This design comes from an exercise in tuning for small area and a short achievable clock period on the open sky130 flow, not from production work. Where RTL was checked, it was by simulation tests only, not by an equivalence proof against the original. No activity file was given, so power comes from the tool's default toggle rates.

==> flow/design.v <==
`timescale 1ns / 1ps
module top (
    input             clk,
    input      [15:0] x,
    input      [15:0] y,
    output reg [31:0] Q_p
);
  wire [15:0] ax, ay;
  wire        nzx, nzy;
  roba_abs absx (.v(x), .a(ax), .nz(nzx));
  roba_abs absy (.v(y), .a(ay), .nz(nzy));
  reg  [15:0] ax_r, ay_r;
  reg         s_r;
  always @(posedge clk) begin
    ax_r <= ax & {16{nzy}};
    ay_r <= ay & {16{nzx}};
    s_r  <= (x[15] ^ y[15]) & nzx & nzy;
  end
  wire [3:0]  ex, ey;
  wire [13:0] dx;
  roba_exp rx (.a(ax_r), .e(ex), .d(dx));
  roba_exp ry (.a(ay_r), .e(ey), .d());
  wire [30:0] a0 = {15'd0, ay_r};
  wire [30:0] a1 = ex[3] ? {a0[22:0], 8'd0} : a0;
  wire [30:0] a2 = ex[2] ? {a1[26:0], 4'd0} : a1;
  wire [30:0] a3 = ex[1] ? {a2[28:0], 2'd0} : a2;
  wire [30:0] A  = ex[0] ? {a3[29:0], 1'd0} : a3;
  wire [30:0] b0 = {{17{dx[13]}}, dx};
  wire [30:0] b1 = ey[3] ? {b0[22:0], 8'd0} : b0;
  wire [30:0] b2 = ey[2] ? {b1[26:0], 4'd0} : b1;
  wire [30:0] b3 = ey[1] ? {b2[28:0], 2'd0} : b2;
  wire [30:0] B  = ey[0] ? {b3[29:0], 1'd0} : b3;
  wire [30:0] Pn;
  roba_add #(.N(31)) add (.a(A), .b(B), .inv(s_r), .s(Pn));
  always @(posedge clk)
    Q_p <= {s_r, Pn};
endmodule
module roba_abs (
    input  [15:0] v,
    output [15:0] a,
    output        nz
);
  wire [15:0] c;
  wire [15:0] o;    
  roba_por #(.N(16)) por (.i(v), .o(o));
  assign c = {o[14:0], 1'b0};
  assign a  = v ^ (c & {16{v[15]}});
  assign nz = c[15] | v[15];
endmodule
module roba_exp (
    input  [15:0] a,
    output [3:0]  e,
    output [13:0] d
);
  wire [15:0] m;
  wire [15:0] ar, orr;    
  genvar j;
  generate
    for (j = 0; j < 16; j = j + 1) begin : g_r
      assign ar[j] = a[15-j];
      assign m[15-j] = (j == 0) ? 1'b0 : orr[j-1];
    end
  endgenerate
  roba_por #(.N(16)) por (.i(ar), .o(orr));
  wire [16:1] ge;
  assign ge[1]  = m[0];
  assign ge[2]  = m[1];
  generate
    for (j = 3; j < 16; j = j + 1) begin : g_ge
      assign ge[j] = m[j-1] | (a[j-1] & a[j-2]);
    end
  endgenerate
  assign ge[16] = 1'b0;
  assign e[3] = ge[8];
  assign e[2] = ge[4] & ~ge[8] | ge[12];
  assign e[1] = ge[2] & ~ge[4] | ge[6] & ~ge[8] | ge[10] & ~ge[12] | ge[14];
  assign e[0] = ge[1] & ~ge[2] | ge[3] & ~ge[4] | ge[5] & ~ge[6] | ge[7] & ~ge[8]
              | ge[9] & ~ge[10] | ge[11] & ~ge[12] | ge[13] & ~ge[14] | ge[15];
  wire [15:3] upt;
  generate
    for (j = 3; j < 16; j = j + 1) begin : g_up
      assign upt[j] = a[j-1] & a[j-2] & ~m[j-1];
    end
  endgenerate
  wire up = |upt;
  generate
    for (j = 0; j < 14; j = j + 1) begin : g_d
      assign d[j] = m[j] ? a[j] : up;
    end
  endgenerate
endmodule
module roba_por #(parameter N = 16) (
    input  [N-1:0] i,
    output [N-1:0] o
);
  localparam L = $clog2(N);
  wire [N-1:0] t [0:L];
  assign t[0] = i;
  genvar l, k;
  generate
    for (l = 0; l < L; l = l + 1) begin : lv
      for (k = 0; k < N; k = k + 1) begin : bt
        if ((k >> l) & 1) begin : op
          assign t[l+1][k] = t[l][k] | t[l][((k >> l) << l) - 1];
        end else begin : pass
          assign t[l+1][k] = t[l][k];
        end
      end
    end
  endgenerate
  assign o = t[L];
endmodule
module roba_add #(parameter N = 31) (
    input  [N-1:0] a,
    input  [N-1:0] b,
    input          inv,
    output [N-1:0] s
);
  localparam L = $clog2(N);
  wire [N-1:0] G [0:L];
  wire [N-1:0] P [0:L];
  assign G[0] = a & b;
  assign P[0] = a ^ b;
  genvar l, i;
  generate
    for (l = 0; l < L; l = l + 1) begin : lv
      for (i = 0; i < N; i = i + 1) begin : bt
        if ((i >> l) & 1) begin : op
          assign G[l+1][i] = G[l][i] | (P[l][i] & G[l][((i >> l) << l) - 1]);
          assign P[l+1][i] = P[l][i] & P[l][((i >> l) << l) - 1];
        end else begin : pass
          assign G[l+1][i] = G[l][i];
          assign P[l+1][i] = P[l][i];
        end
      end
    end
  endgenerate
  assign s = (P[0] ^ {N{inv}}) ^ {G[L][N-2:0], 1'b0};
endmodule
Settings: LEC_CHECK=0, CAP_MARGIN=20, CORE_MARGIN=2, CORE_UTILIZATION=40, SLEW_MARGIN=20; clock period 14.0 ns.
standard.sh (not shown) runs the stock make flow with config.mk's settings and CLKGATE_MAP_FILE= SYNTH_SCRIPT=/design/flow/synth_recipe.tcl, a recipe that flattens the netlist after the stock synthesis.
==> flow/flow/run.sh <==
#!/bin/bash
# Own layout flow: the standard ORFS flow with a different ABC mapping script for synthesis,
# smaller port buffers and timing repair aimed below the clock period (a setup margin).
# Every tool's output goes to a log file in the work folder (and ORFS's own logs under orfs/logs).
set -euo pipefail
WORK=$(pwd)
FLOWDIR=$WORK/flow
source $FLOWDIR/settings.sh

cp config.mk my_config.mk
cat >> my_config.mk <<EOC
export SETUP_SLACK_MARGIN = ${SETUP_MARGIN}
export TNS_END_PERCENT = 100
export BUFFER_PORTS_ARGS = -buffer_cell ${PORT_BUF}
EOC
[ -n "${EXTRA_MK:-}" ] && printf '%s\n' "$EXTRA_MK" >> my_config.mk

# synthesis script: the standard flow's, with abc's script replaced
{
  echo "proc abc {args} {"
  echo "  set i [lsearch -exact \$args -script]"
  echo "  if {\$i >= 0} { lset args [expr {\$i + 1}] $FLOWDIR/${ABC_SCRIPT} }"
  echo "  yosys abc {*}\$args"
  echo "}"
  cat synth_recipe.tcl
} > my_synth.tcl

make -C "$FLOW_HOME" DESIGN_CONFIG=$WORK/my_config.mk WORK_HOME=$WORK/orfs CLKGATE_MAP_FILE= \
  SYNTH_SCRIPT=$WORK/my_synth.tcl finish > $WORK/make_finish.log 2>&1

RES=$WORK/orfs/results/$FLOW_PLATFORM/top/base
: # left out here: write the final layout as DEF
==> flow/flow/area.abc <==
strash; dch -f; map -D 3000; topo; stime -p
==> flow/flow/p2.abc <==
strash; map -a
==> flow/flow/settings.sh <==
SETUP_MARGIN=7
PORT_BUF=sky130_fd_sc_hd__buf_1
ABC_SCRIPT=p2.abc
Change:
==> flow/flow/settings.sh (replaced) <==
SETUP_MARGIN=8.5
PORT_BUF=sky130_fd_sc_hd__buf_1
ABC_SCRIPT=area.abc
Maximum frequency came out higher by about 16%.
Sequential cell count is unchanged.
Synthesized cell count came out lower by about 2.5%.
Change:
==> flow/flow/amap.abc (new file) <==
strash; dch -f; amap
==> flow/flow/settings.sh (replaced) <==
SETUP_MARGIN=8.5
PORT_BUF=sky130_fd_sc_hd__buf_1
ABC_SCRIPT=u2500.abc
EXTRA_MK='export ADDER_MAP_FILE ='
==> flow/flow/u2500.abc (new file) <==
strash; dch -f; map -D 2500 -f; topo; buffer -N 8; upsize -D 2500; dnsize -D 2500; stime -p
==> flow/flow/u3000.abc (new file) <==
strash; dch -f; map -D 3000 -f; topo; buffer -N 8; upsize -D 3000; dnsize -D 3000; stime -p
Result: The new run completed with no timing, DRC or antenna violations. Setup slack gets better by 540 ps. Hold slack gets worse by 230 ps. Clock power went up by 23%.
Change:
==> flow/flow/settings.sh (replaced) <==
SETUP_MARGIN=7
PORT_BUF=sky130_fd_sc_hd__buf_1
ABC_SCRIPT=area.abc
removed: flow/flow/amap.abc
removed: flow/flow/u2500.abc
removed: flow/flow/u3000.abc
After rerunning: Die area falls by 22%. Design area drops by 17%. Via count drops by about 30%. Non-clock buffer count increases by 3. Combinational power went down by about 30%. Sequential power goes up by about 2%.
No run of this note included a check of the RTL's function; only the layout flow was run.


RTL: the design.v shown in full above, as it stands there.
Settings: LEC_CHECK=0, CAP_MARGIN=20, CORE_MARGIN=2, CORE_UTILIZATION=40, SLEW_MARGIN=20; clock period 14.0 ns.
==> flow/flow/amap.abc <==
strash; dch -f; amap
==> flow/flow/settings.sh <==
SETUP_MARGIN=9.5
PORT_BUF=sky130_fd_sc_hd__buf_1
ABC_SCRIPT=amap.abc
EXTRA_MK='export ADDER_MAP_FILE ='
==> flow/flow/u2500.abc <==
strash; dch -f; map -D 2500 -f; topo; buffer -N 8; upsize -D 2500; dnsize -D 2500; stime -p
==> flow/flow/u3000.abc <==
strash; dch -f; map -D 3000 -f; topo; buffer -N 8; upsize -D 3000; dnsize -D 3000; stime -p
Scripts as last shown in full above: flow/flow/run.sh, flow/flow/area.abc, flow/flow/p2.abc
Edit:
==> flow/flow/settings.sh (replaced) <==
SETUP_MARGIN=8.5
PORT_BUF=sky130_fd_sc_hd__buf_1
ABC_SCRIPT=amap.abc
removed: flow/flow/u2500.abc
removed: flow/flow/u3000.abc
Cell count is lower by 11%.
Area after synthesis is about the same.
Combinational power went down by 20%.
Non-clock buffer count drops by 85.
Routed wire length came out lower by 10%.
Critical path depth climbs by 6.
Edit:
==> flow/flow/settings.sh (replaced) <==
SETUP_MARGIN=7
PORT_BUF=sky130_fd_sc_hd__buf_1
ABC_SCRIPT=amap.abc
Result: The new run completed without violations; area after synthesis is unchanged; design area came out lower by roughly a tenth; wire length came out lower by roughly a tenth; sequential share of layout area came out higher by 1.9 points; fmax came out lower by roughly a tenth; non-clock buffer count came out lower by 48; clock power came out higher by about a fifth; via count came out lower by a little under a tenth.
Edit:
==> flow/flow/settings.sh (replaced) <==
SETUP_MARGIN=8
PORT_BUF=sky130_fd_sc_hd__buf_1
ABC_SCRIPT=u3000.abc
EXTRA_MK='export ADDER_MAP_FILE ='
==> flow/flow/u2500.abc (new file) <==
strash; dch -f; map -D 2500 -f; topo; buffer -N 8; upsize -D 2500; dnsize -D 2500; stime -p
==> flow/flow/u3000.abc (new file) <==
strash; dch -f; map -D 3000 -f; topo; buffer -N 8; upsize -D 3000; dnsize -D 3000; stime -p
What happened: Synthesized cell count climbs by well over a third; sequential share of layout area came out lower by 2.8 points; die area is higher by a quarter to a third; global-route usage went down by 3.6 points; total power grows by a quarter to a third; maximum frequency increases by a quarter to a third; critical path depth went down by 16; worst setup slack gains 1.4 ns.
Function was not checked in any run of this note: the RTL went through the layout flow alone.


Setup of branch pepper:
// top: RTL as listed in full above, without the edits since
export LEC_CHECK = 0
export CAP_MARGIN = 20
export CORE_MARGIN = 2
export CORE_UTILIZATION = 40
export SLEW_MARGIN = 20
create_clock -name core_clock -period 14.0 [get_ports {clk}]
==> flow/flow/settings.sh <==
SETUP_MARGIN=8.5
PORT_BUF=sky130_fd_sc_hd__buf_1
ABC_SCRIPT=amap.abc
EXTRA_MK='export ADDER_MAP_FILE ='
Scripts as last shown in full above: flow/flow/run.sh, flow/flow/amap.abc, flow/flow/area.abc, flow/flow/p2.abc
Edits applied to the flow inputs when going from branch pepper to branch yarrow:
==> flow/flow/settings.sh <==
SETUP_MARGIN=8.5
PORT_BUF=sky130_fd_sc_hd__buf_1
ABC_SCRIPT=p2.abc
removed: flow/flow/amap.abc
Findings:
- Looking at the reports, branch yarrow completed the entire flow and the layout it produced met the timing, design-rule and antenna checks.
- Going from branch pepper to branch yarrow, internal power component saw an increase, core utilization saw a decrease, switching component of the power saw an increase.
- In branch yarrow relative to branch pepper, via count had gone down by a few percent.
- branch yarrow vs. branch pepper: area after synthesis moved up, clock power rose by 12%.
- What branch pepper reported for number of cells after detailed placement has to be multiplied by 1.07 to get the figure for branch yarrow.
- The number of buffers inserted to repair setup after CTS in branch yarrow sits 5 above the value recorded for branch pepper.
No functional check of the RTL was part of any run of this note.


## build 96
Another version of the RTL of top (not shown whole).
Size: about 830 cells after synthesis, about 65 flip-flops, roughly 65 I/O pins.
export LEC_CHECK = 0
export CAP_MARGIN = 20
export CORE_MARGIN = 2
export CORE_UTILIZATION = 40
export SLEW_MARGIN = 20
create_clock -name core_clock -period 14.0 [get_ports {clk}]
==> flow/flow/run.sh <==
#!/bin/bash
# Own layout flow: the standard ORFS flow with these changes:
#  - synthesis keeps the modules named in KEEP (flattened again at the end, as the standard flow's script
#    does) so that ABC maps each with a script of its own (ABC_PLAN: module:script pairs);
#  - ports get PORT_BUF buffers;
#  - timing repair aims SETUP_MARGIN ns below the clock period.
# Every tool's output goes to a log file in the work folder (and ORFS's own logs under orfs/logs).
set -euo pipefail
WORK=$(pwd)
FLOWDIR=$WORK/flow
source $FLOWDIR/settings.sh

cp config.mk my_config.mk
cat >> my_config.mk <<EOC
export SETUP_SLACK_MARGIN = ${SETUP_MARGIN}
export TNS_END_PERCENT = 100
export BUFFER_PORTS_ARGS = -buffer_cell ${PORT_BUF}
export SYNTH_KEEP_MODULES = ${KEEP:-}
EOC
[ -n "${EXTRA_MK:-}" ] && printf '%b\n' "$EXTRA_MK" >> my_config.mk
# area recovery after global routing (see post_grt.tcl)
if [ -f $FLOWDIR/post_grt.tcl ]; then
  echo "export POST_GLOBAL_ROUTE_TCL = $FLOWDIR/post_grt.tcl" >> my_config.mk
fi

# synthesis script: the standard flow's, with abc run once per module of ABC_PLAN, each with its own script
{
  echo "proc abc {args} {"
  echo "  set i [lsearch -exact \$args -script]"
  echo "  foreach {mod scr} {${ABC_PLAN}} {"
  echo "    set a \$args"
  echo "    lset a [expr {\$i + 1}] $FLOWDIR/\$scr"
  echo "    if {[string match roba_exp* \$mod]} { foreach c {${EXP_DU:-}} { lappend a -dont_use \$c } }"
  echo "    yosys abc {*}\$a \$mod"
  echo "  }"
  echo "}"
  cat synth_recipe.tcl
} > my_synth.tcl

make -C "$FLOW_HOME" DESIGN_CONFIG=$WORK/my_config.mk WORK_HOME=$WORK/orfs CLKGATE_MAP_FILE= \
  SYNTH_SCRIPT=$WORK/my_synth.tcl finish > $WORK/make_finish.log 2>&1

RES=$WORK/orfs/results/$FLOW_PLATFORM/top/base
: # left out here: write the final layout as DEF
==> flow/flow/settings.sh <==
SETUP_MARGIN=9.35
PORT_BUF=sky130_fd_sc_hd__buf_1
KEEP="roba_expx roba_expy g_a21oi g_inv g_nand2 g_nor2 g_nor3 g_o21ai g_o22ai g_xnor2 g_xor2 "
ABC_PLAN="roba_expx exp.abc roba_expy exp.abc g_* gate.abc top amap.abc"
EXTRA_MK='export ADDER_MAP_FILE =
export CTS_BUF_LIST = sky130_fd_sc_hd__clkbuf_8
export CTS_CLUSTER_SIZE = 32
export CTS_CLUSTER_DIAMETER = 60
export SKIP_GATE_CLONING = 1
export REMOVE_ABC_BUFFERS = 1
export ROBA_DN_TOL = 0.0'
EXP_DU="sky130_fd_sc_hd__nor4_* sky130_fd_sc_hd__nor3_* sky130_fd_sc_hd__or4_* sky130_fd_sc_hd__or3_* sky130_fd_sc_hd__a211oi_* sky130_fd_sc_hd__a2111oi_* sky130_fd_sc_hd__o2111ai_* sky130_fd_sc_hd__a311oi_* sky130_fd_sc_hd__o311ai_* sky130_fd_sc_hd__a41oi_* sky130_fd_sc_hd__o41ai_* sky130_fd_sc_hd__nor4b_* sky130_fd_sc_hd__nor3b_* sky130_fd_sc_hd__or2_* sky130_fd_sc_hd__and4_* sky130_fd_sc_hd__a221oi_* sky130_fd_sc_hd__o221ai_*"
Other scripts of this flow, unchanged in this note and not shown: flow/flow/amap.abc, flow/flow/dnsize.tcl, flow/flow/exp.abc, flow/flow/gate.abc, flow/flow/post_grt.tcl
From the logs: build 96 reached the end of the flow and failed the layout checks with capacitance limit, slew limit.
### build 96 -> build 86
diff --git a/flow/flow/settings.sh b/flow/flow/settings.sh
--- a/flow/flow/settings.sh
+++ b/flow/flow/settings.sh
@@ -1,2 +1,2 @@
-SETUP_MARGIN=9.35
+SETUP_MARGIN=9.4
 PORT_BUF=sky130_fd_sc_hd__buf_1
## What came out
Status: switching power total parity (build 96, build 86)
Core utilization: build 86 higher than build 96
Going from build 96 to build 86, via count of the first global-routing pass saw little to no change, final worst setup slack saw an increase, cell count of the worst hold path saw a decrease.
Build 86 and build 96: one clean run, build 86; the rest did not finish clean.
Changes in build 70 relative to build 86:
diff --git a/flow/flow/settings.sh b/flow/flow/settings.sh
--- a/flow/flow/settings.sh
+++ b/flow/flow/settings.sh
@@ -10,3 +10,4 @@
 export REMOVE_ABC_BUFFERS = 1
-export ROBA_DN_TOL = 0.0'
+export ROBA_DN_TOL = 0.0
+export SETUP_MOVE_SEQUENCE = sizeup,swap,buffer'
 EXP_DU="sky130_fd_sc_hd__nor4_* sky130_fd_sc_hd__nor3_* sky130_fd_sc_hd__or4_* sky130_fd_sc_hd__or3_* sky130_fd_sc_hd__a211oi_* sky130_fd_sc_hd__a2111oi_* sky130_fd_sc_hd__o2111ai_* sky130_fd_sc_hd__a311oi_* sky130_fd_sc_hd__o311ai_* sky130_fd_sc_hd__a41oi_* sky130_fd_sc_hd__o41ai_* sky130_fd_sc_hd__nor4b_* sky130_fd_sc_hd__nor3b_* sky130_fd_sc_hd__or2_* sky130_fd_sc_hd__and4_* sky130_fd_sc_hd__a221oi_* sky130_fd_sc_hd__o221ai_*"
On wire length, the lower figure sits with build 70, not build 86.
Looking at build 86 and build 70, the final cell count is a wash.
In the flow results for build 86 and build 70, the highest fanout seen on the critical path is smaller on build 86.
Across both runs, number of cells on the worst reg-to-reg path was lower for build 70 than for build 86.
Total congestion overflow after global routing delta (build 86 -> build 70): insignificant
~same switching share of power in build 86 and build 70
Inputs modified between build 70 and build 54:
diff --git a/flow/flow/settings.sh b/flow/flow/settings.sh
--- a/flow/flow/settings.sh
+++ b/flow/flow/settings.sh
@@ -1,2 +1,2 @@
-SETUP_MARGIN=9.4
+SETUP_MARGIN=9.5
 PORT_BUF=sky130_fd_sc_hd__buf_1
@@ -10,4 +10,3 @@
 export REMOVE_ABC_BUFFERS = 1
-export ROBA_DN_TOL = 0.0
-export SETUP_MOVE_SEQUENCE = sizeup,swap,buffer'
+export ROBA_DN_TOL = 0.0'
 EXP_DU="sky130_fd_sc_hd__nor4_* sky130_fd_sc_hd__nor3_* sky130_fd_sc_hd__or4_* sky130_fd_sc_hd__or3_* sky130_fd_sc_hd__a211oi_* sky130_fd_sc_hd__a2111oi_* sky130_fd_sc_hd__o2111ai_* sky130_fd_sc_hd__a311oi_* sky130_fd_sc_hd__o311ai_* sky130_fd_sc_hd__a41oi_* sky130_fd_sc_hd__o41ai_* sky130_fd_sc_hd__nor4b_* sky130_fd_sc_hd__nor3b_* sky130_fd_sc_hd__or2_* sky130_fd_sc_hd__and4_* sky130_fd_sc_hd__a221oi_* sky130_fd_sc_hd__o221ai_*"
==> results.txt <==
- Build 70 finished every step from synthesis to the final layout, and the layout passed the timing, design-rule and antenna checks.
- | build 54 | all stages done | FAIL | capacitance limit, slew limit |
- ~same final layout net count in build 54 and build 70
- On post-route non-filler standard cell count, build 54 and build 70 are neck and neck.
- Between build 70 and build 54, the number of enable-type register cells in the synthesized netlist figures differ only marginally.
#### Input delta (build 13 over build 54)
diff --git a/flow/flow/settings.sh b/flow/flow/settings.sh
--- a/flow/flow/settings.sh
+++ b/flow/flow/settings.sh
@@ -1,2 +1,2 @@
-SETUP_MARGIN=9.5
+SETUP_MARGIN=9.4
 PORT_BUF=sky130_fd_sc_hd__buf_1
@@ -10,3 +10,4 @@
 export REMOVE_ABC_BUFFERS = 1
-export ROBA_DN_TOL = 0.0'
+export ROBA_DN_TOL = 0.0
+export SETUP_MOVE_SEQUENCE = unbuffer,sizeup,swap'
 EXP_DU="sky130_fd_sc_hd__nor4_* sky130_fd_sc_hd__nor3_* sky130_fd_sc_hd__or4_* sky130_fd_sc_hd__or3_* sky130_fd_sc_hd__a211oi_* sky130_fd_sc_hd__a2111oi_* sky130_fd_sc_hd__o2111ai_* sky130_fd_sc_hd__a311oi_* sky130_fd_sc_hd__o311ai_* sky130_fd_sc_hd__a41oi_* sky130_fd_sc_hd__o41ai_* sky130_fd_sc_hd__nor4b_* sky130_fd_sc_hd__nor3b_* sky130_fd_sc_hd__or2_* sky130_fd_sc_hd__and4_* sky130_fd_sc_hd__a221oi_* sky130_fd_sc_hd__o221ai_*"
[summary]
Comparing build 54 against build 13, there is no change at all in gate count after technology mapping.
Build 13 and build 54 ended up with nearly the same total length of routed wires.
Worst hold slack: build 13 worse than build 54
Build 13 has completed all stages; timing, DRC and antenna checks passed.
Lower max-slew violation count was reported by build 13, not build 54.
Build 13 against build 54: clock skew comparable; total global routing track utilization comparable; combined flip-flop and latch cell area comparable; routed wire length on met2 now smaller.
The run showing the smaller switching power as a share of total power is build 54.

-- separate check: timing with driven ports --
The flow's constraints put no driver on any port. The routed layouts listed below were extracted and timed again, unchanged, in two steps. Step 1 (the two cells are an assumption about what drives the block):
set clk [get_ports {clk}]
set_driving_cell -lib_cell sky130_fd_sc_hd__clkbuf_16 $clk
set_driving_cell -lib_cell sky130_fd_sc_hd__buf_2 [delete_from_list [all_inputs] $clk]
Step 2 moves the port delays by t, midway between the first and last clock arrival at a register: inputs arrive t later, outputs are due t later. That takes back most of the time a late clock gives input paths. a / b / c = no drivers / after step 1 / after step 2; a / b = the first two.
| run | t, ns | slack for setup (ns) | hold slack, ns | worst setup path at the end | slew at the worst register clock pin (ns) |
|---|---|---|---|---|---|
| the first run of note 1 | 0.379 | 7.754 / 7.754 / 7.754 | 0.871 / 0.871 / 0.871 | register to register | 0.05 / 0.05 |
| the second run of note 1 | 0.372 | 8.618 / 8.618 / 8.618 | 0.836 / 0.836 / 0.836 | register to register | 0.05 / 0.05 |
| the third run of note 1 | 0.389 | 9.153 / 9.153 / 8.829 | 0.611 / 0.611 / 0.611 | input to register | 0.06 / 0.06 |
| the fourth run of note 1 | 0.380 | 7.646 / 7.646 / 7.646 | 0.845 / 0.845 / 0.845 | register to register | 0.05 / 0.05 |
| the first run of note 2 | 0.373 | 8.968 / 8.968 / 8.647 | 0.625 / 0.625 / 0.625 | input to register | 0.06 / 0.06 |
| the second run of note 2 | 0.387 | 8.221 / 8.221 / 8.221 | 0.663 / 0.663 / 0.663 | register to register | 0.06 / 0.06 |
| the third run of note 2 | 0.384 | 7.518 / 7.518 / 7.518 | 0.663 / 0.663 / 0.663 | register to register | 0.06 / 0.06 |
| the fourth run of note 2 | 0.383 | 8.899 / 8.918 / 8.539 | 0.371 / 0.371 / 0.371 | input to register | 0.07 / 0.07 |
| branch pepper | 0.386 | 8.732 / 8.750 / 8.364 | 0.633 / 0.633 / 0.633 | input to register | 0.06 / 0.06 |
| branch yarrow | 0.383 | 8.899 / 8.899 / 8.747 | 0.867 / 0.867 / 0.867 | input to register | 0.06 / 0.06 |
| build 96 | 0.392 | 9.760 / 9.760 / 9.562 | 0.983 / 0.983 / 0.983 | input to register | 0.07 / 0.07 |
| build 86 | 0.392 | 9.822 / 9.822 / 9.555 | 0.854 / 0.854 / 0.854 | input to register | 0.07 / 0.07 |
| build 70 | 0.392 | 9.739 / 9.739 / 9.556 | 0.853 / 0.853 / 0.853 | input to register | 0.07 / 0.07 |
| build 54 | 0.393 | 9.825 / 9.825 / 9.561 | 0.977 / 0.977 / 0.977 | input to register | 0.07 / 0.07 |
| build 13 | 0.393 | 9.555 / 9.555 / 9.555 | 0.851 / 0.851 / 0.851 | register to register | 0.07 / 0.07 |
For branch pepper, which loses most, drivers alone change the setup slack by +0.018 ns; drivers and shift together by -0.368 ns.
